From an optimization exercise on the open Yosys and OpenROAD flow, aimed at small area and a short achievable clock period; shortcuts taken in it are not production practice.
Function was not checked in any run shown here: the RTL went through the layout flow alone.
Power figures rest on the tool's default switching activity, not on a simulated workload.

File: flow/config.mk
export PLATFORM = sky130hd
export DESIGN_NAME = top
export DESIGN_NICKNAME = top
export VERILOG_FILES = /design/flow/design.v
export SDC_FILE = /design/flow/constraint.sdc
export NUM_CORES = 8
export LEC_CHECK = 0
export CAP_MARGIN = 30
export CORE_MARGIN = 2
export CORE_UTILIZATION = 40
export SLEW_MARGIN = 30
export SYNTH_HIERARCHICAL = 1
export TNS_END_PERCENT = 10
File: flow/constraint.sdc
create_clock -name core_clock -period 13.0 [get_ports {clk_in}]
set_input_delay 2.6000 -clock core_clock [delete_from_list [all_inputs] [get_ports {clk_in}]]
set_output_delay 2.6000 -clock core_clock [all_outputs]
set_load 0.01 [all_outputs]
File: flow/design.v
module PE_count (
    activation_in,
    weight_in,
    partial_out
);
input      [9-1:0]     activation_in;
input      [9-1:0]     weight_in;
output     [4-1:0]     partial_out;
PE_popcount PE_popcount (.m(activation_in ~^ weight_in), .partial(partial_out));
endmodule
module PE_popcount (
    m,
    partial
);
input      [9-1:0]     m;
output     [4-1:0]     partial;
function [1:0] fa;   
    input x, y, z;
    fa = {(x & y) | (x & z) | (y & z), x ^ y ^ z};
endfunction
wire       [1:0]       f1 = fa(m[0], m[1], m[2]);
wire       [1:0]       f2 = fa(m[3], m[4], m[5]);
wire       [1:0]       f3 = fa(m[6], m[7], m[8]);
wire       [1:0]       f4 = fa(f1[0], f2[0], f3[0]);     
wire       [1:0]       f5 = fa(f1[1], f2[1], f3[1]);     
assign partial = {f5[1], f5[0], f4[1], f4[0]};
endmodule
module PE (
    partial_in,
    psum_in,
    psum_out,
    low_out
);
parameter WIDTH = 14;
input      [4-1:0]     partial_in;
input      [WIDTH-1:0] psum_in;
output     [WIDTH-1:0] psum_out;
output     [6-1:0]     low_out;        
reg        [4-1:0]     e_out;
always @(*) begin
    case (partial_in)
        4'b0000: e_out = 4'd11;   
        4'b0001: e_out = 4'd12;
        4'b0010: e_out = 4'd13;
        4'b0011: e_out = 4'd14;
        4'b0100: e_out = 4'd13;
        4'b0101: e_out = 4'd14;
        4'b0110: e_out = 4'd15;
        4'b0111: e_out = 4'd0;
        4'b1000: e_out = 4'd15;
        4'b1001: e_out = 4'd0;
        4'b1010: e_out = 4'd1;
        4'b1011: e_out = 4'd2;
        4'b1100: e_out = 4'd1;
        4'b1101: e_out = 4'd2;
        4'b1110: e_out = 4'd3;
        default: e_out = 4'd4;
    endcase
end
wire       [WIDTH-2:0] u = psum_in[WIDTH-1:1];
wire                   b = psum_in[0];
wire       [4:0]       c;
wire       [3:0]       lo;
assign c[0] = b;
genvar i;
generate
    for (i = 0; i < 4; i = i + 1) begin : LO
        assign lo[i]  = u[i] ^ e_out[i] ^ c[i];
        assign c[i+1] = (u[i] & e_out[i]) | (u[i] & c[i]) | (e_out[i] & c[i]);
    end
endgenerate
wire                   up = c[4] & ~e_out[3];
wire                   dn = ~c[4] & e_out[3];
wire       [WIDTH-6:0] hi = u[WIDTH-2:4];
wire       [WIDTH-5:0] all1, all0;
wire       [WIDTH-6:0] hi_out;
assign all1[0] = 1'b1;
assign all0[0] = 1'b1;
generate
    for (i = 0; i < WIDTH-5; i = i + 1) begin : HI
        assign all1[i+1]  = all1[i] & hi[i];
        assign all0[i+1]  = all0[i] & ~hi[i];
        assign hi_out[i]  = hi[i] ^ ((up & all1[i]) | (dn & all0[i]));
    end
endgenerate
assign psum_out = {hi_out, lo, ~b};
assign low_out  = {up, dn, lo};
endmodule
module PE_finish (
    low_in,
    valid_in,
    psum_in,
    psum_out
);
parameter WIDTH = 14;
input      [6-1:0]     low_in;         
input                  valid_in;
input      [WIDTH-1:0] psum_in;
output     [WIDTH-1:0] psum_out;
wire       [WIDTH-6:0] hi = {WIDTH-5{valid_in}} & psum_in[WIDTH-1:5];
wire       [WIDTH-6:0] hi_up, hi_dn;
PE_quick_hi #(.WIDTH(WIDTH)) PE_quick_hi (.hi(hi), .hi_up(hi_up), .hi_dn(hi_dn));
PE_finish_pick #(.WIDTH(WIDTH)) PE_finish_pick (
    .up(low_in[5]), .dn(low_in[4]), .hi(hi), .hi_up(hi_up), .hi_dn(hi_dn),
    .hi_out(psum_out[WIDTH-1:5])
);
assign psum_out[4:0] = {low_in[3:0], ~(valid_in & psum_in[0])};
endmodule
module PE_quick_hi (
    hi,
    hi_up,
    hi_dn
);
parameter WIDTH = 14;
input      [WIDTH-6:0] hi;
output     [WIDTH-6:0] hi_up, hi_dn;
assign hi_up = hi + 1'b1;
assign hi_dn = hi - 1'b1;
endmodule
module PE_finish_pick (
    up,
    dn,
    hi,
    hi_up,
    hi_dn,
    hi_out
);
parameter WIDTH = 14;
input                  up, dn;
input      [WIDTH-6:0] hi, hi_up, hi_dn;
output     [WIDTH-6:0] hi_out;
assign hi_out = up ? hi_up : (dn ? hi_dn : hi);
endmodule
module PE_fast (
    activation_in,
    weight_in,
    psum_in,
    psum_out
);
parameter WIDTH = 14;
input      [9-1:0]     activation_in;
input      [9-1:0]     weight_in;
input      [WIDTH-1:0] psum_in;
output     [WIDTH-1:0] psum_out;
wire       [10*WIDTH-1:0] candidates;
PE_candidates #(.WIDTH(WIDTH)) PE_candidates (.psum_in(psum_in), .candidates(candidates));
wire       [7*WIDTH-1:0] x;    
wire       [4*WIDTH-1:0] y;    
genvar s;
generate
    for (s = 0; s < 7; s = s + 1) begin : X
        wire [4-1:0] c;
        PE_count3 #(.COPY(s)) count_c (.a(activation_in[8:6]), .w(weight_in[8:6]), .one_hot(c));
        PE_pick4 #(.WIDTH(WIDTH)) pick (.one_hot(c), .in(candidates[s*WIDTH +: 4*WIDTH]),
                                        .out(x[s*WIDTH +: WIDTH]));
    end
    for (s = 0; s < 4; s = s + 1) begin : Y
        wire [4-1:0] b;
        PE_count3 #(.COPY(s)) count_b (.a(activation_in[5:3]), .w(weight_in[5:3]), .one_hot(b));
        PE_pick4 #(.WIDTH(WIDTH)) pick (.one_hot(b), .in(x[s*WIDTH +: 4*WIDTH]),
                                        .out(y[s*WIDTH +: WIDTH]));
    end
endgenerate
wire       [4-1:0]     a;
PE_count3 #(.COPY(0)) count_a (.a(activation_in[2:0]), .w(weight_in[2:0]), .one_hot(a));
PE_pick4 #(.WIDTH(WIDTH)) pick (.one_hot(a), .in(y), .out(psum_out));
endmodule
module PE_count3 (
    a,
    w,
    one_hot
);
parameter COPY = 0;
input      [3-1:0]     a, w;
output reg [4-1:0]     one_hot;
wire       [3-1:0]     m = a ~^ w;
always @(*) begin
    case (m)
        3'b000:                   one_hot = 4'b0001;
        3'b001, 3'b010, 3'b100:   one_hot = 4'b0010;
        3'b011, 3'b101, 3'b110:   one_hot = 4'b0100;
        default:                  one_hot = 4'b1000;
    endcase
end
endmodule
module PE_pick4 (
    one_hot,
    in,
    out
);
parameter WIDTH = 14;
input      [4-1:0]     one_hot;
input      [4*WIDTH-1:0] in;
output     [WIDTH-1:0] out;
assign out = ({WIDTH{one_hot[0]}} & in[0 +: WIDTH]) | ({WIDTH{one_hot[1]}} & in[WIDTH +: WIDTH]) |
             ({WIDTH{one_hot[2]}} & in[2*WIDTH +: WIDTH]) | ({WIDTH{one_hot[3]}} & in[3*WIDTH +: WIDTH]);
endmodule
module PE_candidates (
    psum_in,
    candidates
);
parameter WIDTH = 14;
input      [WIDTH-1:0] psum_in;
output reg [10*WIDTH-1:0] candidates;
integer p;
always @(*) begin
    for (p = 0; p < 10; p = p + 1)
        candidates[p*WIDTH +: WIDTH] = psum_in + 2 * p - 9;
end
endmodule
module PE_column (
    clk_in,
    rst_in,
    cleared_in,
    active_in,
    activation_in,
    load_in,
    data_in,
    count_out,
    e_out,
    psum_out,
    sum_out
);
parameter WIDTH = 14;
parameter FIRST = 0;
input                    clk_in;
input                    rst_in;
input                    cleared_in;      
input                    active_in;       
input      [9-1:0]       activation_in;   
input                    load_in;         
input      [9-1:0]       data_in;
output     [3-1:0]       count_out;
output     [6-1:0]       e_out;           
output     [4*WIDTH-1:0] psum_out;        
output     [WIDTH-1:0]   sum_out;         
reg        [9-1:0]       weight_r;
wire       [9-1:0]       weight_next = ({9{load_in}} & data_in) | ({9{~load_in}} & weight_r);
reg        [2-1:0]       count_r;
reg                      full_r;
wire       [3-1:0]       count = {full_r, {2{~cleared_in}} & count_r};
wire       [3-1:0]       count_next = (active_in && !count[2]) ? count + 3'd1 : count;
reg        [WIDTH-1:0]   psum_r [0:3];
wire       [WIDTH-1:0]   oldest = {WIDTH{full_r}} & psum_r[3];
wire       [WIDTH-1:0]   sum;
always @(posedge clk_in) begin
    weight_r <= weight_next;
end
generate
    if (FIRST) begin : F
        assign e_out = 6'd0;
        PE_fast #(.WIDTH(WIDTH)) PE (
            .activation_in(activation_in),
            .weight_in(weight_r),
            .psum_in(oldest),
            .psum_out(sum)
        );
    end
    else begin : N
        wire [4-1:0] e;
        reg  [4-1:0] e_r;
        PE_count PE_count (
            .activation_in(activation_in),
            .weight_in(weight_next),
            .partial_out(e)
        );
        always @(posedge clk_in) begin
            e_r <= e;
        end
        PE #(.WIDTH(WIDTH)) PE (
            .partial_in(e_r),
            .psum_in(oldest),
            .psum_out(sum),
            .low_out(e_out)
        );
    end
endgenerate
always @(posedge clk_in) begin
    count_r <= count_next[1:0];
    full_r  <= rst_in & count_next[2];
end
always @(posedge clk_in) begin
    if (active_in) begin
        psum_r[0] <= sum;
        psum_r[1] <= psum_r[0];
        psum_r[2] <= psum_r[1];
        psum_r[3] <= psum_r[2];
    end
end
assign count_out = count;
assign psum_out = {psum_r[3], psum_r[2], psum_r[1], psum_r[0]};
assign sum_out  = sum;
endmodule
module top (
    clk_in,
    rst_in,
    data_in,
    load_weight_in,
    in_valid_in,
    pop_in,
    sum_out
);
parameter WIDTH = 14;
parameter O_CH = 64;
input                            clk_in, rst_in;
input      [9-1:0]               data_in;
input                            load_weight_in;
input                            in_valid_in;
input                            pop_in;
output     [WIDTH-1:0]           sum_out;
reg        [O_CH-1:0]            weight_row_r;     
reg        [O_CH-1:0]            next_row_r;       
wire       [O_CH-1:0]            next2_row;        
reg        [3-1:0]               ctl_count_r;      
reg                              ctl_active_r;     
reg        [4-1:0]               pixel_r;          
reg        [WIDTH-1:0]           out_r;
reg                              cleared_r;        
reg        [9-1:0]               activation_r [1:O_CH-2];
reg                              in_valid_r   [1:O_CH-1];   
wire       [4*WIDTH-1:0]         row_psum  [0:O_CH-1];
wire       [3-1:0]               row_count [0:O_CH-1];
wire       [6-1:0]               row_e     [0:O_CH-1];
wire       [WIDTH-1:0]           row_sum   [0:O_CH-1];
wire                             row_active [0:O_CH-1];
always @(posedge clk_in) begin
    weight_row_r <= load_weight_in ? {weight_row_r[O_CH-2:0], weight_row_r[O_CH-1]}
                                   : {{O_CH-1{1'b0}}, 1'b1};
end
integer m;
always @(posedge clk_in) begin
    cleared_r <= ~rst_in;
    activation_r[1] <= data_in;
    for (m = 2; m <= O_CH-2; m = m + 1) begin
        activation_r[m] <= activation_r[m-1];
    end
    in_valid_r[1] <= in_valid_in;
    for (m = 2; m <= O_CH-1; m = m + 1) begin
        in_valid_r[m] <= row_active[m-1];
    end
end
genvar k;
generate
    for (k = 0; k < O_CH; k = k + 1) begin : ROW
        assign row_active[k] = (k == 0) ? in_valid_in : in_valid_r[(k == 0) ? 1 : k] & ~cleared_r;
        PE_column #(.WIDTH(WIDTH), .FIRST(k == 0)) PE_column (
            .clk_in(clk_in),
            .rst_in(rst_in),
            .cleared_in(cleared_r),
            .active_in(row_active[k]),
            .activation_in((k <= 1) ? data_in : activation_r[(k <= 1) ? 1 : k-1]),
            .load_in(load_weight_in && weight_row_r[k]),
            .data_in(data_in),
            .count_out(row_count[k]),
            .e_out(row_e[k]),
            .psum_out(row_psum[k]),
            .sum_out(row_sum[k])
        );
    end
endgenerate
always @(posedge clk_in) begin
    next_row_r  <= !pop_in ? {{O_CH-1{1'b0}}, 1'b1} :
                   pixel_r[2] ? {next_row_r[O_CH-2:0], next_row_r[O_CH-1]} : next_row_r;
    pixel_r     <= pop_in ? {pixel_r[2:0], pixel_r[3]} : 4'b0001;
end
assign next2_row = pixel_r[2] ? {next_row_r[O_CH-2:0], next_row_r[O_CH-1]} : next_row_r;
wire       [3-1:0]               pre_count;
wire                             pre_active, pre_active_above;
wire       [(O_CH-1)*3-1:0]      all_count;
wire       [O_CH-2:0]            all_active, all_active_above;
generate
    for (k = 1; k < O_CH; k = k + 1) begin : GATHER_CTL
        assign all_count[(k-1)*3 +: 3]  = row_count[k];
        assign all_active[k-1]          = row_active[k];
        assign all_active_above[k-1]    = (k == 1) ? 1'b0 : row_active[(k == 1) ? 0 : k-1];
    end
endgenerate
read_ctl #(.ROWS(O_CH-1)) read_ctl (
    .select(next2_row[O_CH-1:1]),
    .count_in(all_count), .active_in(all_active), .above_in(all_active_above),
    .count_out(pre_count), .active_out(pre_active), .above_out(pre_active_above)
);
always @(posedge clk_in) begin
    ctl_active_r <= rst_in & (next2_row[1] ? in_valid_in : pre_active_above);
    if (!rst_in) ctl_count_r <= 3'd0;
    else if (pre_active && !pre_count[2]) ctl_count_r <= pre_count + 3'd1;
    else ctl_count_r <= pre_count;
end
wire       [4*WIDTH-1:0]         sel_psum;
wire       [6-1:0]               sel_e;
wire       [3-1:0]               sel_count = ctl_count_r;
wire                             sel_active = ctl_active_r;
wire       [(O_CH-1)*4*WIDTH-1:0] all_psum;
wire       [(O_CH-1)*6-1:0]      all_e;
generate
    for (k = 1; k < O_CH; k = k + 1) begin : GATHER
        assign all_psum[(k-1)*4*WIDTH +: 4*WIDTH] = row_psum[k];
        assign all_e[(k-1)*6 +: 6]                = row_e[k];
    end
endgenerate
read_mux #(.WIDTH(WIDTH), .ROWS(O_CH-1)) read_mux (
    .select(next_row_r[O_CH-1:1]),
    .psum_in(all_psum), .e_in(all_e),
    .psum_out(sel_psum), .e_out(sel_e)
);
wire       [WIDTH-1:0]           sel_sum;
PE_finish #(.WIDTH(WIDTH)) PE_finish (
    .low_in(sel_e),
    .valid_in(sel_count[2]),
    .psum_in(sel_psum[4*WIDTH-1:3*WIDTH]),
    .psum_out(sel_sum)
);
wire       [4-1:0]               next_slot = {pixel_r[3], pixel_r[0], pixel_r[1], pixel_r[2]};
wire       [WIDTH-1:0]           early;
wire                             take_row0_sum, take_sel_sum;
read_terms #(.WIDTH(WIDTH)) read_terms (
    .rst_in(rst_in), .pop_in(pop_in), .row0_in(next_row_r[0]), .slot_in(next_slot),
    .row0_psum(row_psum[0]), .row0_count(row_count[0]), .row0_active(in_valid_in),
    .sel_psum(sel_psum), .sel_count(sel_count), .sel_active(sel_active),
    .early(early), .take_row0_sum(take_row0_sum), .take_sel_sum(take_sel_sum)
);
always @(posedge clk_in) begin
    out_r <= early | ({WIDTH{take_row0_sum}} & row_sum[0]) | ({WIDTH{take_sel_sum}} & sel_sum);
end
assign sum_out = out_r;
endmodule
module read_mux (
    select,
    psum_in,
    e_in,
    psum_out,
    e_out
);
parameter WIDTH = 14;
parameter ROWS = 63;
localparam D = 4*WIDTH + 6;   
input      [ROWS-1:0]            select;
input      [ROWS*4*WIDTH-1:0]    psum_in;
input      [ROWS*6-1:0]          e_in;
output     [4*WIDTH-1:0]         psum_out;
output     [6-1:0]               e_out;
wire       [64*D-1:0]            rows;
wire       [64-1:0]              sel = {{64-ROWS{1'b0}}, select};
genvar r;
generate
    for (r = 0; r < 64; r = r + 1) begin : ROW
        if (r < ROWS)
            assign rows[r*D +: D] = {e_in[r*6 +: 6], psum_in[r*4*WIDTH +: 4*WIDTH]};
        else
            assign rows[r*D +: D] = {D{1'b0}};
    end
endgenerate
wire       [32*D-1:0]            l1;    
wire       [8*D-1:0]             l2;    
wire       [4*D-1:0]             l3;    
wire       [D-1:0]               l4;
generate
    for (r = 0; r < 32; r = r + 1) begin : L1
        read_aoi #(.D(21)) node0 (.s0(sel[2*r]), .d0(rows[2*r*D +: 21]),
                                  .s1(sel[2*r+1]), .d1(rows[(2*r+1)*D +: 21]),
                                  .y(l1[r*D +: 21]));
        read_aoi #(.D(21)) node1 (.s0(sel[2*r]), .d0(rows[2*r*D + 21 +: 21]),
                                  .s1(sel[2*r+1]), .d1(rows[(2*r+1)*D + 21 +: 21]),
                                  .y(l1[r*D + 21 +: 21]));
        read_aoi #(.D(D-42)) node2 (.s0(sel[2*r]), .d0(rows[2*r*D + 42 +: D-42]),
                                    .s1(sel[2*r+1]), .d1(rows[(2*r+1)*D + 42 +: D-42]),
                                    .y(l1[r*D + 42 +: D-42]));
    end
    for (r = 0; r < 8; r = r + 1) begin : L2
        read_nand4 #(.D(D)) node (.a(l1[4*r*D +: D]), .b(l1[(4*r+1)*D +: D]),
                                  .c(l1[(4*r+2)*D +: D]), .d(l1[(4*r+3)*D +: D]),
                                  .y(l2[r*D +: D]));
    end
    for (r = 0; r < 4; r = r + 1) begin : L3
        read_nor2 #(.D(D)) node (.a(l2[2*r*D +: D]), .b(l2[(2*r+1)*D +: D]),
                                 .y(l3[r*D +: D]));
    end
endgenerate
read_nand4 #(.D(D)) L4 (.a(l3[0 +: D]), .b(l3[D +: D]), .c(l3[2*D +: D]), .d(l3[3*D +: D]),
                        .y(l4));
assign {e_out, psum_out} = l4;
endmodule
module read_ctl (
    select,
    count_in,
    active_in,
    above_in,
    count_out,
    active_out,
    above_out
);
parameter ROWS = 63;
input      [ROWS-1:0]            select;
input      [ROWS*3-1:0]          count_in;
input      [ROWS-1:0]            active_in, above_in;
output reg [3-1:0]               count_out;
output reg                       active_out, above_out;
integer r;
always @(*) begin
    count_out  = 3'd0;
    active_out = 1'b0;
    above_out  = 1'b0;
    for (r = 0; r < ROWS; r = r + 1) begin
        count_out  = count_out  | ({3{select[r]}} & count_in[r*3 +: 3]);
        active_out = active_out | (select[r] & active_in[r]);
        above_out  = above_out  | (select[r] & above_in[r]);
    end
end
endmodule
module read_aoi (s0, d0, s1, d1, y);
parameter D = 1;
input            s0, s1;
input  [D-1:0]   d0, d1;
output [D-1:0]   y;
assign y = ~(({D{s0}} & d0) | ({D{s1}} & d1));
endmodule
module read_nand4 (a, b, c, d, y);
parameter D = 1;
input  [D-1:0]   a, b, c, d;
output [D-1:0]   y;
assign y = ~(a & b & c & d);
endmodule
module read_nor2 (a, b, y);
parameter D = 1;
input  [D-1:0]   a, b;
output [D-1:0]   y;
assign y = ~(a | b);
endmodule
module read_terms (
    rst_in,
    pop_in,
    row0_in,
    slot_in,
    row0_psum,
    row0_count,
    row0_active,
    sel_psum,
    sel_count,
    sel_active,
    early,
    take_row0_sum,
    take_sel_sum
);
parameter WIDTH = 14;
input                            rst_in, pop_in, row0_in;
input      [4-1:0]               slot_in;
input      [4*WIDTH-1:0]         row0_psum, sel_psum;
input      [3-1:0]               row0_count, sel_count;
input                            row0_active, sel_active;
output     [WIDTH-1:0]           early;
output                           take_row0_sum, take_sel_sum;
function [WIDTH-1:0] kept;    
    input [4*WIDTH-1:0] psum;
    input [3-1:0]       count;
    input               active;
    input [4-1:0]       slot;
    reg   [WIDTH-1:0]   v;
    integer j;
    begin
        v = {WIDTH{1'b0}};
        for (j = 0; j < 4; j = j + 1) begin
            if (!active && count > j)
                v = v | ({WIDTH{slot[j]}} & psum[j*WIDTH +: WIDTH]);
            if (active && j > 0 && count > j - 1)
                v = v | ({WIDTH{slot[j]}} & psum[(j-1)*WIDTH +: WIDTH]);
        end
        kept = v;
    end
endfunction
wire       [4-1:0]               slot = pop_in ? slot_in : 4'b1000;
wire                             use_row0 = !pop_in || row0_in;
assign early = {WIDTH{rst_in}} &
               (use_row0 ? kept(row0_psum, row0_count, row0_active, slot)
                         : kept(sel_psum, sel_count, sel_active, slot));
assign take_row0_sum = rst_in & use_row0 & row0_active & slot[0];
assign take_sel_sum  = rst_in & !use_row0 & sel_active & slot[0];
endmodule
File: flow/flow/run.sh
#!/bin/bash
# Layout: the standard ORFS flow (standard.sh) with these changes to how
# the layout is made; the SDC (clock period, I/O delays, loads) is the standard flow's.
#  - repair_timing aims for extra setup slack, so the achieved period shrinks,
#    and may swap cells across footprints;
#  - the clock tree uses larger sink clusters and no dummy loads;
#  - the port buffers are buf_4 cells.
# ORFS's own logs are in orfs/logs; make's output is in orfs_make.log.
set -euo pipefail
bash standard.sh \
    SETUP_SLACK_MARGIN=9.0 \
    MATCH_CELL_FOOTPRINT=0 \
    BUFFER_PORTS_ARGS="-buffer_cell sky130_fd_sc_hd__buf_4" \
    CTS_ARGS="-sink_clustering_enable -repair_clock_nets -dont_use_dummy_load -sink_clustering_size 22 -sink_clustering_max_diameter 105" \
    finish > orfs_make.log 2>&1
File: flow/standard.sh
#!/bin/bash
# synth_recipe.tcl (not shown) runs the flow's synth.tcl, then flattens the netlist and writes it again
# the make line also repeats each setting of config.mk as NAME=value (left out here)
make -C /OpenROAD-flow-scripts/flow DESIGN_CONFIG=/design/flow/config.mk WORK_HOME=/design/flow/orfs CLKGATE_MAP_FILE= SYNTH_SCRIPT=/design/flow/synth_recipe.tcl "${@:-finish}"
==> results.txt, run 1 <==
RePlAce Congestion=~0.97; outcome=failed layout checks; Site Rows=284; # setup viols final=0; CTS Buf Count=roughly 290; Skew-Pair Late Insertion Delay=1.03 ns; fill cell count=between 50k and 60k; IO buf count=27; Slew Viols, Final=14; synthesized instance count=17.27k; CTS max path bufs=4; first-pass GRT wire length=1076000 um; Die Ht=779.2 um; Post-DP HPWL=559200 um; largest net degree at the start of global routing=85; share of cells above drive strength 1=0.1745; Max Freq=210.3 MHz; Hold Crit Class=reg2reg; worst-path fanout max=4; die area=about 610000 um2; max-cap violations=1; Worst-path clk slew=around 0.09 ns; die width=between 700 and 800 um; core area=598400 um2; fin crit period=4.756 ns; Register Area=around 140000 um2; global route total overflow=0; DRT iter0 DRCs=20.28k; Worst setup EP type=flip-flop; Sink Count=roughly 5.4k; Leakage=89.43 nW; Routed Wire Length=787800 um; Via density=5.883; worst slew pin tran=~1.5 ns; Synth Cell Area=approximately 240000 um2; Yosys warning total=29; Initial Utilization=0.4017; Layout Nets=18.05k; worst ir drop on vdd=115.9 uV; Ports=28; clock share of power=0.278; vias post-DR=about 150k; Cell Int Power=around 25 mW; Root Buffer=clkbuf_16; PD cells=129.5 nW/um2; TNS Setup=0 ns; period utilization=0.3658; relative slew slack=-0.0006129; Gate power share=0.159; setup ws final=between 8 and 9 ns; RSZ-0062 raised after global routing=true; SO Faults=max-capacitance violations, max-slew violations; multi-input combinational cell area=90940 um2; worst path arrival time=5.66 ns; H-tree depth=5; net switching share of the total power=0.2669; average routed wire per standard cell=31.35 um; Seq pwr share=0.564; hold slack=0.3141 ns; type of origin of the critical path=flip-flop; sw power=9.038 mW; Hold Buf Count CTS=0; pre-CTS setup slack=6.640 ns; GRT Util Overall=0.2466; fin util=0.4370; Required @ worst endpoint=13.90 ns; syn avg cell area=13.92 um2; vias in the first global route=140.2k; DRC Markers=0; DRT Pass-1 Iters=9; CTS tree=done; Area Growth Syn to Fin=8.780%; clk_skew=0.1015 ns; Antenna Nets Post-Route=0; initial antenna violation count=75; Hold Vio Cnt, Final=0; type of the worst setup path=reg2reg
-- state kept, by name, indices dropped and copies added, names as in the netlist, named ones only --
signal	cells
ROW.PE_column.full_r	64
in_valid_r	63
ctl_active_r	1
weight_row_r	64
ctl_count_r	3
cleared_r	1
ROW.PE_column.psum_r	3584
ROW.PE_column.N.e_r	252
ROW.PE_column.weight_r	567
next_row_r	64
activation_r	558
out_r	14
pixel_r	4
ROW.PE_column.count_r	128
-- critical path, stage by stage, from the launching register on --
cell	delay, ns
dfxtp_4	0.38
buf_12	0.14
and2_4	0.18
fa_2	0.21
fa_2	0.20
inv_2	0.04
fa_2	0.43
fa_2	0.42
ha_4	0.19
a22oi_2	0.19
nand4_1	0.63
nor2_4	0.53
nand4_1	0.21
buf_4	0.20
buf_6	0.13
mux2i_1	0.17
o21ai_1	0.09
a221o_1	0.29
-- power groups by stage --
stage	Clock, mW	Sequential (mW)	Combinational [mW]
2_1_floorplan	0	19.3	3.56
3_3_place_gp	0	19.4	4.51
3_5_place_dp	0	19.4	4.57
4_1_cts	9.55	19.1	4.83
5_1_grt	10.1	19.1	5.72
6_report	9.40	19.1	5.38
-- layout by cell type, fill, tap and decap left out, drive strengths merged, types with 75 or more instances in the layout --
master and count:
edfxtp 3593, mux2 695, o21ai 158, and3 142, a221oi 101, clkbuf 304
nor3 151, dfxtp 1783, ha 384, nor2b 260, fa 567, and2 1187
nand4 657, inv 798, xnor2 1307, nand2 338, mux2i 217, buf 593
xor2 194, a22o 75, a22oi 2446, nor2 416
-- final cells by class --
| type | instances | share of cell area |
|---|---|---|
| tap | 8008 | 0.03832 |
| clock buffer | 285 | 0.02727 |
| antenna | 42 | 0.0004019 |
| multi-input combinational | 10010 | 0.3478 |
| timing repair inverter | 1 | 0.00001914 |
| timing repair buffer | 612 | 0.02468 |
| inverter | 800 | 0.01150 |
| sequential | 5376 | 0.5501 |
-- per-layer routing --
metal  GRT usage  part of all wire  vias up
li1            -                 -    62750
met1      0.3475              0.41    76060
met2      0.3709              0.43     7651
met3     0.04881             0.099     1365
met4      0.1066             0.055       20
met5           0           0.00018        -
-- worst paths after layout --
check	start	end	slack, ns	cells past startpoint
max	ROW[8].PE_column.full_r	out_r[9]	8.24	17
min	activation_r[1][2]	activation_r[2][2]	0.31	0
max reg2reg	ROW[8].PE_column.full_r	out_r[9]	8.24	17
min reg2reg	activation_r[1][2]	activation_r[2][2]	0.31	0
-- metrics by stage --
step / power, mW / cells / cell area (um2)
2_1_floorplan: 22.84 / 17340 / 241400
3_3_place_gp: 23.94 / 24530 / 245400
3_5_place_dp: 24.01 / 24540 / 245700
4_1_cts: 33.45 / 24900 / 256400
5_1_grt: 34.92 / 25090 / 261400
6_report: 33.86 / 25130 / 261500
-- repair_timing --
action / in CTS / in global routing
gates cloned: 37 / 24
endpoints found under the setup margin: 523 / 321
pin swaps: 164 / 266
endpoints found under the hold margin: 0 / 0
buffers inserted: 34 / 160
gates resized for setup: 640 / 667
==> inputs of run 2 (changes only) <==
--- a/flow/design.v
+++ b/flow/design.v
@@ -31,3 +31,3 @@
     psum_out,
-    low_out
+    e_out
 );
@@ -37,4 +37,3 @@
 output     [WIDTH-1:0] psum_out;
-output     [6-1:0]     low_out;        
-reg        [4-1:0]     e_out;
+output reg [4-1:0]     e_out;
 always @(*) begin
@@ -86,6 +85,5 @@
 assign psum_out = {hi_out, lo, ~b};
-assign low_out  = {up, dn, lo};
 endmodule
-module PE_finish (
-    low_in,
+module PE_quick (
+    e_in,
     valid_in,
@@ -95,14 +93,31 @@
 parameter WIDTH = 14;
-input      [6-1:0]     low_in;         
-input                  valid_in;
+input      [4-1:0]     e_in;
+input                  valid_in;       
 input      [WIDTH-1:0] psum_in;
 output     [WIDTH-1:0] psum_out;
-wire       [WIDTH-6:0] hi = {WIDTH-5{valid_in}} & psum_in[WIDTH-1:5];
+wire       [4:0]       lo;
+wire                   up, dn;
 wire       [WIDTH-6:0] hi_up, hi_dn;
-PE_quick_hi #(.WIDTH(WIDTH)) PE_quick_hi (.hi(hi), .hi_up(hi_up), .hi_dn(hi_dn));
-PE_finish_pick #(.WIDTH(WIDTH)) PE_finish_pick (
-    .up(low_in[5]), .dn(low_in[4]), .hi(hi), .hi_up(hi_up), .hi_dn(hi_dn),
-    .hi_out(psum_out[WIDTH-1:5])
+PE_quick_lo PE_quick_lo (.e_in(e_in), .psum_in(psum_in[4:0]), .lo(lo), .up(up), .dn(dn));
+PE_quick_hi #(.WIDTH(WIDTH)) PE_quick_hi (.hi(psum_in[WIDTH-1:5]), .hi_up(hi_up), .hi_dn(hi_dn));
+PE_quick_pick #(.WIDTH(WIDTH)) PE_quick_pick (
+    .e_in(e_in), .valid_in(valid_in), .lo(lo), .up(up), .dn(dn),
+    .hi(psum_in[WIDTH-1:5]), .hi_up(hi_up), .hi_dn(hi_dn), .psum_out(psum_out)
+);
+endmodule
+module PE_quick_lo (
+    e_in,
+    psum_in,
+    lo,
+    up,
+    dn
 );
-assign psum_out[4:0] = {low_in[3:0], ~(valid_in & psum_in[0])};
+input      [4-1:0]     e_in;
+input      [4:0]       psum_in;
+output     [4:0]       lo;
+output                 up, dn;
+wire       [6:0]       t = {2'b00, psum_in} + {{2{e_in[3]}}, e_in, 1'b1};    
+assign lo = t[4:0];
+assign up = ~t[6] & t[5];
+assign dn = t[6];
 endmodule
@@ -119,3 +134,6 @@
 endmodule
-module PE_finish_pick (
+module PE_quick_pick (
+    e_in,
+    valid_in,
+    lo,
     up,
@@ -125,9 +143,13 @@
     hi_dn,
-    hi_out
+    psum_out
 );
 parameter WIDTH = 14;
+input      [4-1:0]     e_in;
+input                  valid_in;
+input      [4:0]       lo;
 input                  up, dn;
 input      [WIDTH-6:0] hi, hi_up, hi_dn;
-output     [WIDTH-6:0] hi_out;
-assign hi_out = up ? hi_up : (dn ? hi_dn : hi);
+output     [WIDTH-1:0] psum_out;
+wire       [WIDTH-1:0] full = {up ? hi_up : (dn ? hi_dn : hi), lo};
+assign psum_out = valid_in ? full : {{WIDTH-5{e_in[3]}}, e_in, 1'b1};
 endmodule
@@ -233,3 +255,3 @@
 output     [3-1:0]       count_out;
-output     [6-1:0]       e_out;           
+output     [4-1:0]       e_out;           
 output     [4*WIDTH-1:0] psum_out;        
@@ -238,6 +260,6 @@
 wire       [9-1:0]       weight_next = ({9{load_in}} & data_in) | ({9{~load_in}} & weight_r);
-reg        [2-1:0]       count_r;
-reg                      full_r;
-wire       [3-1:0]       count = {full_r, {2{~cleared_in}} & count_r};
+reg        [3-1:0]       count_r;
+wire       [3-1:0]       count = {3{~cleared_in}} & count_r;
 wire       [3-1:0]       count_next = (active_in && !count[2]) ? count + 3'd1 : count;
+reg                      full_r;          
 reg        [WIDTH-1:0]   psum_r [0:3];
@@ -250,3 +272,3 @@
     if (FIRST) begin : F
-        assign e_out = 6'd0;
+        assign e_out = 4'd0;
         PE_fast #(.WIDTH(WIDTH)) PE (
@@ -273,3 +295,3 @@
             .psum_out(sum),
-            .low_out(e_out)
+            .e_out(e_out)
         );
@@ -278,3 +300,3 @@
 always @(posedge clk_in) begin
-    count_r <= count_next[1:0];
+    count_r <= count_next;
     full_r  <= rst_in & count_next[2];
@@ -312,3 +334,3 @@
 reg        [O_CH-1:0]            next_row_r;       
-wire       [O_CH-1:0]            next2_row;        
+reg        [O_CH-1:0]            next2_row_r;      
 reg        [3-1:0]               ctl_count_r;      
@@ -322,3 +344,3 @@
 wire       [3-1:0]               row_count [0:O_CH-1];
-wire       [6-1:0]               row_e     [0:O_CH-1];
+wire       [4-1:0]               row_e     [0:O_CH-1];
 wire       [WIDTH-1:0]           row_sum   [0:O_CH-1];
@@ -363,5 +385,6 @@
                    pixel_r[2] ? {next_row_r[O_CH-2:0], next_row_r[O_CH-1]} : next_row_r;
+    next2_row_r <= !pop_in ? {{O_CH-1{1'b0}}, 1'b1} :
+                   pixel_r[1] ? {next2_row_r[O_CH-2:0], next2_row_r[O_CH-1]} : next2_row_r;
     pixel_r     <= pop_in ? {pixel_r[2:0], pixel_r[3]} : 4'b0001;
 end
-assign next2_row = pixel_r[2] ? {next_row_r[O_CH-2:0], next_row_r[O_CH-1]} : next_row_r;
 wire       [3-1:0]               pre_count;
@@ -378,3 +401,3 @@
 read_ctl #(.ROWS(O_CH-1)) read_ctl (
-    .select(next2_row[O_CH-1:1]),
+    .select(next2_row_r[O_CH-1:1]),
     .count_in(all_count), .active_in(all_active), .above_in(all_active_above),
@@ -383,3 +406,3 @@
 always @(posedge clk_in) begin
-    ctl_active_r <= rst_in & (next2_row[1] ? in_valid_in : pre_active_above);
+    ctl_active_r <= rst_in & (next2_row_r[1] ? in_valid_in : pre_active_above);
     if (!rst_in) ctl_count_r <= 3'd0;
@@ -389,3 +412,3 @@
 wire       [4*WIDTH-1:0]         sel_psum;
-wire       [6-1:0]               sel_e;
+wire       [4-1:0]               sel_e;
 wire       [3-1:0]               sel_count = ctl_count_r;
@@ -393,3 +416,3 @@
 wire       [(O_CH-1)*4*WIDTH-1:0] all_psum;
-wire       [(O_CH-1)*6-1:0]      all_e;
+wire       [(O_CH-1)*4-1:0]      all_e;
 generate
@@ -397,3 +420,3 @@
         assign all_psum[(k-1)*4*WIDTH +: 4*WIDTH] = row_psum[k];
-        assign all_e[(k-1)*6 +: 6]                = row_e[k];
+        assign all_e[(k-1)*4 +: 4]                = row_e[k];
     end
@@ -406,4 +429,4 @@
 wire       [WIDTH-1:0]           sel_sum;
-PE_finish #(.WIDTH(WIDTH)) PE_finish (
-    .low_in(sel_e),
+PE_quick #(.WIDTH(WIDTH)) PE_quick (
+    .e_in(sel_e),
     .valid_in(sel_count[2]),
@@ -413,12 +436,26 @@
 wire       [4-1:0]               next_slot = {pixel_r[3], pixel_r[0], pixel_r[1], pixel_r[2]};
-wire       [WIDTH-1:0]           early;
-wire                             take_row0_sum, take_sel_sum;
-read_terms #(.WIDTH(WIDTH)) read_terms (
-    .rst_in(rst_in), .pop_in(pop_in), .row0_in(next_row_r[0]), .slot_in(next_slot),
-    .row0_psum(row_psum[0]), .row0_count(row_count[0]), .row0_active(in_valid_in),
-    .sel_psum(sel_psum), .sel_count(sel_count), .sel_active(sel_active),
-    .early(early), .take_row0_sum(take_row0_sum), .take_sel_sum(take_sel_sum)
+wire       [WIDTH-1:0]           row0_pop, row0_hold, sel_kept;
+wire                             row0_take, sel_take;
+read_kept #(.WIDTH(WIDTH)) read_row0 (
+    .psum(row_psum[0]), .count(row_count[0]), .active(in_valid_in), .slot(next_slot),
+    .kept(row0_pop), .take(row0_take)
+);
+read_kept #(.WIDTH(WIDTH)) read_row0_hold (
+    .psum(row_psum[0]), .count(row_count[0]), .active(in_valid_in), .slot(4'b1000),
+    .kept(row0_hold), .take()
+);
+read_kept #(.WIDTH(WIDTH)) read_sel (
+    .psum(sel_psum), .count(sel_count), .active(sel_active), .slot(next_slot),
+    .kept(sel_kept), .take(sel_take)
+);
+wire       [WIDTH-1:0]           out_next;
+read_final #(.WIDTH(WIDTH)) read_final (
+    .rst_in(rst_in), .pop_in(pop_in), .row0_in(next_row_r[0]),
+    .row0_pop(row0_pop), .row0_take(row0_take), .row0_sum(row_sum[0]),
+    .row0_hold(row0_hold),
+    .sel_kept(sel_kept), .sel_take(sel_take), .sel_sum(sel_sum),
+    .out_next(out_next)
 );
 always @(posedge clk_in) begin
-    out_r <= early | ({WIDTH{take_row0_sum}} & row_sum[0]) | ({WIDTH{take_sel_sum}} & sel_sum);
+    out_r <= out_next;
 end
@@ -435,8 +472,8 @@
 parameter ROWS = 63;
-localparam D = 4*WIDTH + 6;   
+localparam D = 4*WIDTH + 4;   
 input      [ROWS-1:0]            select;
 input      [ROWS*4*WIDTH-1:0]    psum_in;
-input      [ROWS*6-1:0]          e_in;
+input      [ROWS*4-1:0]          e_in;
 output     [4*WIDTH-1:0]         psum_out;
-output     [6-1:0]               e_out;
+output     [4-1:0]               e_out;
 wire       [64*D-1:0]            rows;
@@ -447,3 +484,3 @@
         if (r < ROWS)
-            assign rows[r*D +: D] = {e_in[r*6 +: 6], psum_in[r*4*WIDTH +: 4*WIDTH]};
+            assign rows[r*D +: D] = {e_in[r*4 +: 4], psum_in[r*4*WIDTH +: 4*WIDTH]};
         else
@@ -458,11 +495,5 @@
     for (r = 0; r < 32; r = r + 1) begin : L1
-        read_aoi #(.D(21)) node0 (.s0(sel[2*r]), .d0(rows[2*r*D +: 21]),
-                                  .s1(sel[2*r+1]), .d1(rows[(2*r+1)*D +: 21]),
-                                  .y(l1[r*D +: 21]));
-        read_aoi #(.D(21)) node1 (.s0(sel[2*r]), .d0(rows[2*r*D + 21 +: 21]),
-                                  .s1(sel[2*r+1]), .d1(rows[(2*r+1)*D + 21 +: 21]),
-                                  .y(l1[r*D + 21 +: 21]));
-        read_aoi #(.D(D-42)) node2 (.s0(sel[2*r]), .d0(rows[2*r*D + 42 +: D-42]),
-                                    .s1(sel[2*r+1]), .d1(rows[(2*r+1)*D + 42 +: D-42]),
-                                    .y(l1[r*D + 42 +: D-42]));
+        read_aoi #(.D(D)) node (.s0(sel[2*r]), .d0(rows[2*r*D +: D]),
+                                .s1(sel[2*r+1]), .d1(rows[(2*r+1)*D +: D]),
+                                .y(l1[r*D +: D]));
     end
@@ -528,3 +559,30 @@
 endmodule
-module read_terms (
+module read_kept (
+    psum,
+    count,
+    active,
+    slot,
+    kept,
+    take
+);
+parameter WIDTH = 14;
+input      [4*WIDTH-1:0]         psum;
+input      [3-1:0]               count;
+input                            active;
+input      [4-1:0]               slot;
+output reg [WIDTH-1:0]           kept;
+output                           take;
+integer j;
+always @(*) begin
+    kept = {WIDTH{1'b0}};
+    for (j = 0; j < 4; j = j + 1) begin
+        if (!active && count > j)
+            kept = kept | ({WIDTH{slot[j]}} & psum[j*WIDTH +: WIDTH]);
+        if (active && j > 0 && count > j - 1)
+            kept = kept | ({WIDTH{slot[j]}} & psum[(j-1)*WIDTH +: WIDTH]);
+    end
+end
+assign take = active & slot[0];
+endmodule
+module read_final (
     rst_in,
@@ -532,12 +590,10 @@
     row0_in,
-    slot_in,
-    row0_psum,
-    row0_count,
-    row0_active,
-    sel_psum,
-    sel_count,
-    sel_active,
-    early,
-    take_row0_sum,
-    take_sel_sum
+    row0_pop,
+    row0_take,
+    row0_sum,
+    row0_hold,
+    sel_kept,
+    sel_take,
+    sel_sum,
+    out_next
 );
@@ -545,33 +601,9 @@
 input                            rst_in, pop_in, row0_in;
-input      [4-1:0]               slot_in;
-input      [4*WIDTH-1:0]         row0_psum, sel_psum;
-input      [3-1:0]               row0_count, sel_count;
-input                            row0_active, sel_active;
-output     [WIDTH-1:0]           early;
-output                           take_row0_sum, take_sel_sum;
-function [WIDTH-1:0] kept;    
-    input [4*WIDTH-1:0] psum;
-    input [3-1:0]       count;
-    input               active;
-    input [4-1:0]       slot;
-    reg   [WIDTH-1:0]   v;
-    integer j;
-    begin
-        v = {WIDTH{1'b0}};
-        for (j = 0; j < 4; j = j + 1) begin
-            if (!active && count > j)
-                v = v | ({WIDTH{slot[j]}} & psum[j*WIDTH +: WIDTH]);
-            if (active && j > 0 && count > j - 1)
-                v = v | ({WIDTH{slot[j]}} & psum[(j-1)*WIDTH +: WIDTH]);
-        end
-        kept = v;
-    end
-endfunction
-wire       [4-1:0]               slot = pop_in ? slot_in : 4'b1000;
-wire                             use_row0 = !pop_in || row0_in;
-assign early = {WIDTH{rst_in}} &
-               (use_row0 ? kept(row0_psum, row0_count, row0_active, slot)
-                         : kept(sel_psum, sel_count, sel_active, slot));
-assign take_row0_sum = rst_in & use_row0 & row0_active & slot[0];
-assign take_sel_sum  = rst_in & !use_row0 & sel_active & slot[0];
+input      [WIDTH-1:0]           row0_pop, row0_sum, row0_hold;
+input                            row0_take, sel_take;
+input      [WIDTH-1:0]           sel_kept, sel_sum;
+output     [WIDTH-1:0]           out_next;
+wire       [WIDTH-1:0]           row0 = row0_pop | ({WIDTH{row0_take}} & row0_sum);
+wire       [WIDTH-1:0]           sel  = sel_kept | ({WIDTH{sel_take}} & sel_sum);
+assign out_next = {WIDTH{rst_in}} & (pop_in ? (row0_in ? row0 : sel) : row0_hold);
 endmodule
--- a/flow/flow/run.sh
+++ b/flow/flow/run.sh
@@ -10,6 +10,6 @@
 bash standard.sh \
-    SETUP_SLACK_MARGIN=9.0 \
+    SETUP_SLACK_MARGIN=8.5 \
     MATCH_CELL_FOOTPRINT=0 \
     BUFFER_PORTS_ARGS="-buffer_cell sky130_fd_sc_hd__buf_4" \
-    CTS_ARGS="-sink_clustering_enable -repair_clock_nets -dont_use_dummy_load -sink_clustering_size 22 -sink_clustering_max_diameter 105" \
+    CTS_ARGS="-sink_clustering_enable -repair_clock_nets -dont_use_dummy_load -sink_clustering_size 20 -sink_clustering_max_diameter 100" \
     finish > orfs_make.log 2>&1
--- a/flow/config.mk
+++ b/flow/config.mk
@@ -7,7 +7,6 @@
 export LEC_CHECK = 0
-export CAP_MARGIN = 30
+export CAP_MARGIN = 20
 export CORE_MARGIN = 2
 export CORE_UTILIZATION = 40
-export SLEW_MARGIN = 30
+export SLEW_MARGIN = 20
 export SYNTH_HIERARCHICAL = 1
-export TNS_END_PERCENT = 10
==> run 2 against run 1 <==
Sequential power grew 2%. Worst setup slack gained 0.053 ns. Largest cell class unchanged. Synthesized cell count increased by 2.2%. Now clean on timing, DRC and antenna. Critical endpoint is now out_r[11]. Sequential cell count up 128. Clock skew increased by 0.020 ns. Largest power group unchanged. Total power is 1.2% higher. Count of clock-buffer cells in the layout increased by 32. Via count down 1.1%.
==> results.txt, run 2 <==
Hold Crit Class=reg2reg; Post-DP HPWL=529700 um (-5.3%); die area=627700 um2 (+3.4%); placed cells=25.51k (+3.9%); Root Buffer=clkbuf_16; DRT Pass-1 Iters=7 (-2); RSZ-0062 raised after global routing=true; max FFs per register=3584 (unchanged); most frequent cells in the layout=edfxtp_1, dfxtp_1, a22oi_1; net switching share of the total power=0.2576 (-0.009353); r2r setup slk=8.30 ns (+0.05 ns); Cell Int Power=25.44 mW (+2.5%); Required @ worst endpoint=13.84 ns (-0.06 ns); DRC Markers=0 (unchanged); IO buf count=27 (unchanged); Synth Cell Area=248500 um2 (+3.4%); worst ir drop on vdd=103.7 uV (-11%); worst-path fanout max=5 (+1); worst path arrival time=5.55 ns (-0.11 ns); reg2reg start=ROW[22].PE_column.N.e_r[0]; # setup viols final=0 (unchanged); DRT iter0 DRCs=16.75k (-17%); CTS tree=done; Worst setup EP type=flip-flop; Ports=28 (unchanged); share of cells above drive strength 1=0.1753 (+0.0008291); Yosys warning total=28 (-3.4%); vias post-DR=146.2k (-1.1%); Site Rows=289 (+1.8%); average routed wire per standard cell=28.55 um (-8.9%); Via density=5.636 (-4.2%); clk_skew=0.1213 ns (+0.01975 ns); Routed Wire Length=740400 um (-6.0%); vias in the first global route=143.9k (+2.6%); Gate power share=0.138 (-0.021); clock share of power=0.292 (+0.014); Layout Nets=18.60k (+3.0%); Die Ht=792.3 um (+1.7%); fill cell count=56.11k (+4.1%); GRT Util Overall=0.2272 (-0.01942); Hold Vio Cnt, Final=0 (unchanged); Seq pwr share=0.570 (+0.006); period utilization=0.3617 (-0.004074); largest registers=ROW.PE_column.psum_r x3584, ROW.PE_column.weight_r x567, activation_r x558; reg2reg path depth=20 (+3); global route total overflow=0 (unchanged); Leakage=90.69 nW (+1.4%); fin area=267400 um2 (+2.3%); Slew Viols, Final=0 (-14); Skew-Pair Late Insertion Delay=1.04 ns (about the same); syn avg cell area=14.08 um2 (+1.1%); sw power=8.825 mW (-2.4%); core area=619100 um2 (+3.5%); RePlAce Congestion=0.9696 (+0.26%); first-pass GRT wire length=1047000 um (-2.7%); Sink Count=5504 (+2.4%); die width=792.3 um (+1.7%); H-tree depth=5 (unchanged); worst slew pin tran=1.326 ns (-0.1750 ns); worst setup path end=out_r[11]; CTS max path bufs=4 (unchanged); initial antenna violation count=43 (-43%); PD cells=128.1 nW/um2 (-1.0%); fin cells=25.94k (+3.2%); DP Area=257100 um2 (+4.6%); multi-input combinational cell area=94560 um2 (+4.0%); most common cell after layout, fill and taps aside=edfxtp_1; type of the worst setup path=reg2reg; Antenna Nets Post-Route=0 (unchanged); Area Growth Syn to Fin=7.584%; relative slew slack=0.1128 (+0.1134); Register Area=146300 um2 (+1.7%); outcome=no timing/DRC/antenna violations; critical path launch point=ROW[22].PE_column.N.e_r[0]; largest net degree at the start of global routing=87 (+2.4%); Worst-path clk slew=0.08 ns (about the same); type of origin of the critical path=flip-flop; Initial Utilization=0.4015 (about the same); max-cap violations=0 (-1); R2R Path End=out_r[11]; Top reg by flops=ROW.PE_column.psum_r; CTS Buf Count=317 (+11%); TNS Setup=0 ns (unchanged); synthesized instance count=17.66k (+2.2%); fin crit period=4.703 ns (-0.05296 ns); Max Freq=212.6 MHz (+1.1%)
run 2: per-stage QoR:
step | hold WS (ns) | setup slack [ns] | power [mW] | utilization
6_report | 0.2915 | 8.297 | 34.26 | 0.4319
5_1_grt | 0.3107 | 8.359 | 35.47 | 0.4319
4_1_cts | 0.2975 | 8.463 | 34.32 | 0.4304
3_5_place_dp | 0.3572 | 6.312 | 24.35 | 0.4152
3_3_place_gp | 0.3545 | 6.221 | 24.25 | 0.4151
2_1_floorplan | 0.3499 | 8.153 | 22.94 | -
run 2: area by class of cell:
class | count | area share
diodes | 23 | 0.0002152
clock buffers | 317 | 0.02967
inverters | 1193 | 0.01676
multi-input cells | 10200 | 0.3537
flip-flops and latches | 5504 | 0.5473
well taps | 8293 | 0.03881
repair buffers | 405 | 0.01355
repair inverters | 1 | 0.00001872
run 2: repair_timing:
action / CTS / global route
hold buffers: 0 / 0
setup endpoints to repair: 141 / 42
gates cloned: 5 / 6
pin swaps: 48 / 51
buffers inserted: 57 / 22
gates resized for setup: 268 / 138
run 2: per-layer routing:
| metal | vias up | part of all wire | GRT usage | wire (um) |
|---|---|---|---|---|
| met1 | 75140 | 0.42 | 0.3096 | 309000 |
| met2 | 5660 | 0.45 | 0.3564 | 334900 |
| met3 | 1049 | 0.078 | 0.04191 | 57610 |
| met4 | 6 | 0.052 | 0.09754 | 38580 |
| li1 | 64330 | - | - | - |
| met5 | - | 0.00042 | 0 | 309 |
run 2: worst max-delay path, cell delays in order, from the launching register on:
cell,delay (ns)
dfxtp_4,0.36
inv_1,0.04
ha_1,0.20
inv_1,0.06
a21o_1,0.10
o21a_1,0.19
inv_2,0.09
a22oi_2,0.16
nand4_1,0.38
nor2_4,0.55
nand4_1,0.22
buf_4,0.20
ha_4,0.24
nand3b_1,0.18
o22ai_2,0.23
mux2i_4,0.31
nand2b_4,0.22
o211ai_2,0.13
a211oi_4,0.36
a31oi_1,0.07
a22o_1,0.27
run 2: worst min path at each step:
stage	from	endpoint	slack, ns	cells after the start
2_1_floorplan	activation_r[9][2]	activation_r[10][2]	0.35	0
3_3_place_gp	activation_r[21][8]	activation_r[22][8]	0.35	0
3_5_place_dp	activation_r[35][4]	activation_r[36][4]	0.36	0
4_1_cts	activation_r[35][4]	activation_r[36][4]	0.30	0
5_1_grt	activation_r[35][4]	activation_r[36][4]	0.31	0
6_report	activation_r[35][4]	activation_r[36][4]	0.29	0
run 2: power groups by stage:
stage	registers [mW]	clock network [mW]	logic (mW)
6_report	19.5	10.0	4.74
3_3_place_gp	19.9	0	4.35
2_1_floorplan	19.7	0	3.22
3_5_place_dp	19.9	0	4.43
5_1_grt	19.6	10.7	5.16
4_1_cts	19.5	10.2	4.60
==> inputs of run 3 (changes only) <==
--- a/flow/flow/run.sh
+++ b/flow/flow/run.sh
@@ -10,3 +10,3 @@
 bash standard.sh \
-    SETUP_SLACK_MARGIN=8.5 \
+    SETUP_SLACK_MARGIN=9.2 \
     MATCH_CELL_FOOTPRINT=0 \
==> run 3 against run 2 <==
Routed wire length grew 0.96%. Combinational power is 18% higher. Total power increased by 2.8%. Cell count rose by 1.0%. Critical path type unchanged.
==> results.txt, run 3 <==
outcome=no timing/DRC/antenna violations; Required @ worst endpoint=13.84 ns (about the same); CTS Buf Count=317 (unchanged); hold path start=activation_r[33][3]; synthesized instance count=17.66k (unchanged); die width=792.3 um (unchanged); Slew Viols, Final=0 (unchanged); clk_skew=0.1795 ns (+0.05826 ns); Worst setup EP type=flip-flop; period utilization=0.3478 (-0.01396); DRC Markers=0 (unchanged); most frequent cells in the layout=edfxtp_1, dfxtp_1, a22oi_1; Initial Utilization=0.4015 (unchanged); fin crit period=4.521 ns (-0.1815 ns); Layout Nets=18.82k (+1.2%); core area=619100 um2 (unchanged); type of origin of the critical path=flip-flop; Synth Cell Area=248500 um2 (unchanged); largest registers=ROW.PE_column.psum_r x3584, ROW.PE_column.weight_r x567, activation_r x558; GRT Util Overall=0.2265 (-0.0007016); vias post-DR=147.1k (+0.65%); fill cell count=55.21k (-1.6%); Hold Crit Class=reg2reg; Area Growth Syn to Fin=11.65%; RSZ-0062 raised after global routing=true; CTS max path bufs=4 (unchanged); Routed Wire Length=747500 um (+0.96%); Leakage=93.66 nW (+3.3%); hold slack=0.2653 ns (-0.02621 ns); Sink Count=5504 (unchanged); relative slew slack=0.1248 (+0.01206); TNS Setup=0 ns (unchanged); max FFs per register=3584 (unchanged); critical path launch point=ROW[24].PE_column.N.e_r[0]; average routed wire per standard cell=28.53 um (about the same); worst slew pin tran=1.309 ns (-0.01715 ns); Via density=5.616 (-0.35%); max-cap violations=0 (unchanged); Yosys warning total=28 (unchanged); Power Total=35.22 mW (+2.8%); worst-path fanout max=5 (unchanged); global route total overflow=0 (unchanged); Worst-path clk slew=0.08 ns (about the same); Antenna Nets Post-Route=0 (unchanged); Hold Vio Cnt, Final=0 (unchanged); largest net degree at the start of global routing=83 (-4.6%); RePlAce Congestion=0.9297 (-4.1%); r2r setup slk=8.48 ns (+0.18 ns); Hold Buf Count CTS=0 (unchanged); type of the worst setup path=reg2reg; Top reg by flops=ROW.PE_column.psum_r; die area=627700 um2 (unchanged); first-pass GRT wire length=1043000 um (-0.33%); syn avg cell area=14.08 um2 (unchanged); Root Buffer=clkbuf_16; DRT iter0 DRCs=16.90k (+0.90%); fin util=0.4482 (+0.01631); most common cell after layout, fill and taps aside=edfxtp_1; CTS tree=done; share of cells above drive strength 1=0.2493 (+0.07404); DRT Pass-1 Iters=9 (+2); reg2reg start=ROW[24].PE_column.N.e_r[0]; IO buf count=27 (unchanged); vias in the first global route=143.0k (-0.64%); Die Ht=792.3 um (unchanged); worst ir drop on vdd=118.4 uV (+14%); worst path arrival time=5.36 ns (-0.19 ns); Site Rows=289 (unchanged); initial antenna violation count=45 (+4.7%); Skew-Pair Late Insertion Delay=1.04 ns (about the same); Ports=28 (unchanged); Post-DP HPWL=525300 um (-0.84%); # setup viols final=0 (unchanged); PD cells=126.9 nW/um2 (-0.95%); H-tree depth=5 (unchanged); Max Freq=221.2 MHz (+4.0%)
[run 3: routing by layer]
metal	GRT usage	share of wire	vias up
li1	-	-	64960
met1	0.3243	0.44	75700
met2	0.3506	0.45	5510
met3	0.03643	0.073	960
met4	0.07712	0.042	12
met5	0	0.000099	-
[run 3: final cells by class]
cell class	instances	area (um2)	share of cell area
Tap cell	8293	10380	0.03739
Sequential cell	5504	146600	0.5284
Inverter	1193	4528	0.01632
Antenna cell	59	147.6	0.0005321
Clock buffer	317	7933	0.02859
Multi-Input combinational cell	10260	101400	0.3653
Timing Repair Buffer	578	6507	0.02345
[run 3: timing repair]
action / CTS / global route
gates cloned: 67 / 33
gates resized for setup: 1034 / 1015
buffers inserted: 107 / 123
pin swaps: 183 / 420
endpoints found under the setup margin: 529 / 370
[run 3: worst paths after layout]
check | to | cells past startpoint
min reg2reg | activation_r[34][3] | 0
max reg2reg | out_r[13] | 18
min | activation_r[34][3] | 0
max | out_r[13] | 18
[run 3: stage by stage]
stage          area [um2]  worst slack (ns)  cells
5_1_grt            277400             8.461  26180
4_1_cts            271500             8.605  25980
3_5_place_dp       257400             6.673  25490
6_report           277500             8.479  26200
3_3_place_gp       257400             6.649  25490
2_1_floorplan      252300             8.153  17720
[run 3: power by group]
part	internal [mW]	switching, mW	leakage [nW]	total (mW)
clock network	4.34	5.66	3.91	10.0
logic	2.48	3.13	44.0	5.61
registers	19.1	0.464	45.8	19.6
[run 3: critical path, stage by stage (launching register included)]
cell and delay [ns]:
dfxtp_4 0.36, inv_1 0.04, ha_1 0.20, mux2i_1 0.17, xor2_1 0.19, a22oi_2 0.24, nand4_1 0.32, nor2_4 0.40
nand4_1 0.25, ha_4 0.29, o21ai_4 0.16, a21oi_4 0.05, or3_4 0.42, and2_4 0.24, mux2i_4 0.22, o211ai_2 0.14
a211oi_4 0.38, a31oi_1 0.08, a22o_1 0.23

==> afterwards: timing with drivers on the ports <==
Ports are ideal in the flow. The routed layouts listed here were re-timed in OpenROAD. Step 1 (the two cells are an assumption about what drives the block):
set clk [get_ports {clk_in}]
set_driving_cell -lib_cell sky130_fd_sc_hd__clkbuf_16 $clk
set_driving_cell -lib_cell sky130_fd_sc_hd__buf_2 [delete_from_list [all_inputs] $clk]
Step 2, shift: input delay + t, output delay - t, t = (earliest + latest rising clock arrival at the registers) / 2. This alone moves slack from input paths to output paths. Slacks: no drivers / after step 1 / after step 2; pairs: no drivers / after step 1.
run	shift t [ns]	setup slack, ns	hold slack, ns	clock arrival spread, ns	pins driven straight from the clock port
run 1	1.093	8.244 / 8.244 / 7.181	0.314 / 0.314 / 0.314	0.149 / 0.149	1
run 2	1.095	8.297 / 8.297 / 7.358	0.292 / 0.292 / 0.292	0.159 / 0.159	1
run 3	1.084	8.479 / 8.479 / 7.506	0.265 / 0.265 / 0.265	0.198 / 0.198	1
For run 1, which loses most, drivers alone change the setup slack by 0.000 ns; drivers and shift together by -1.063 ns.
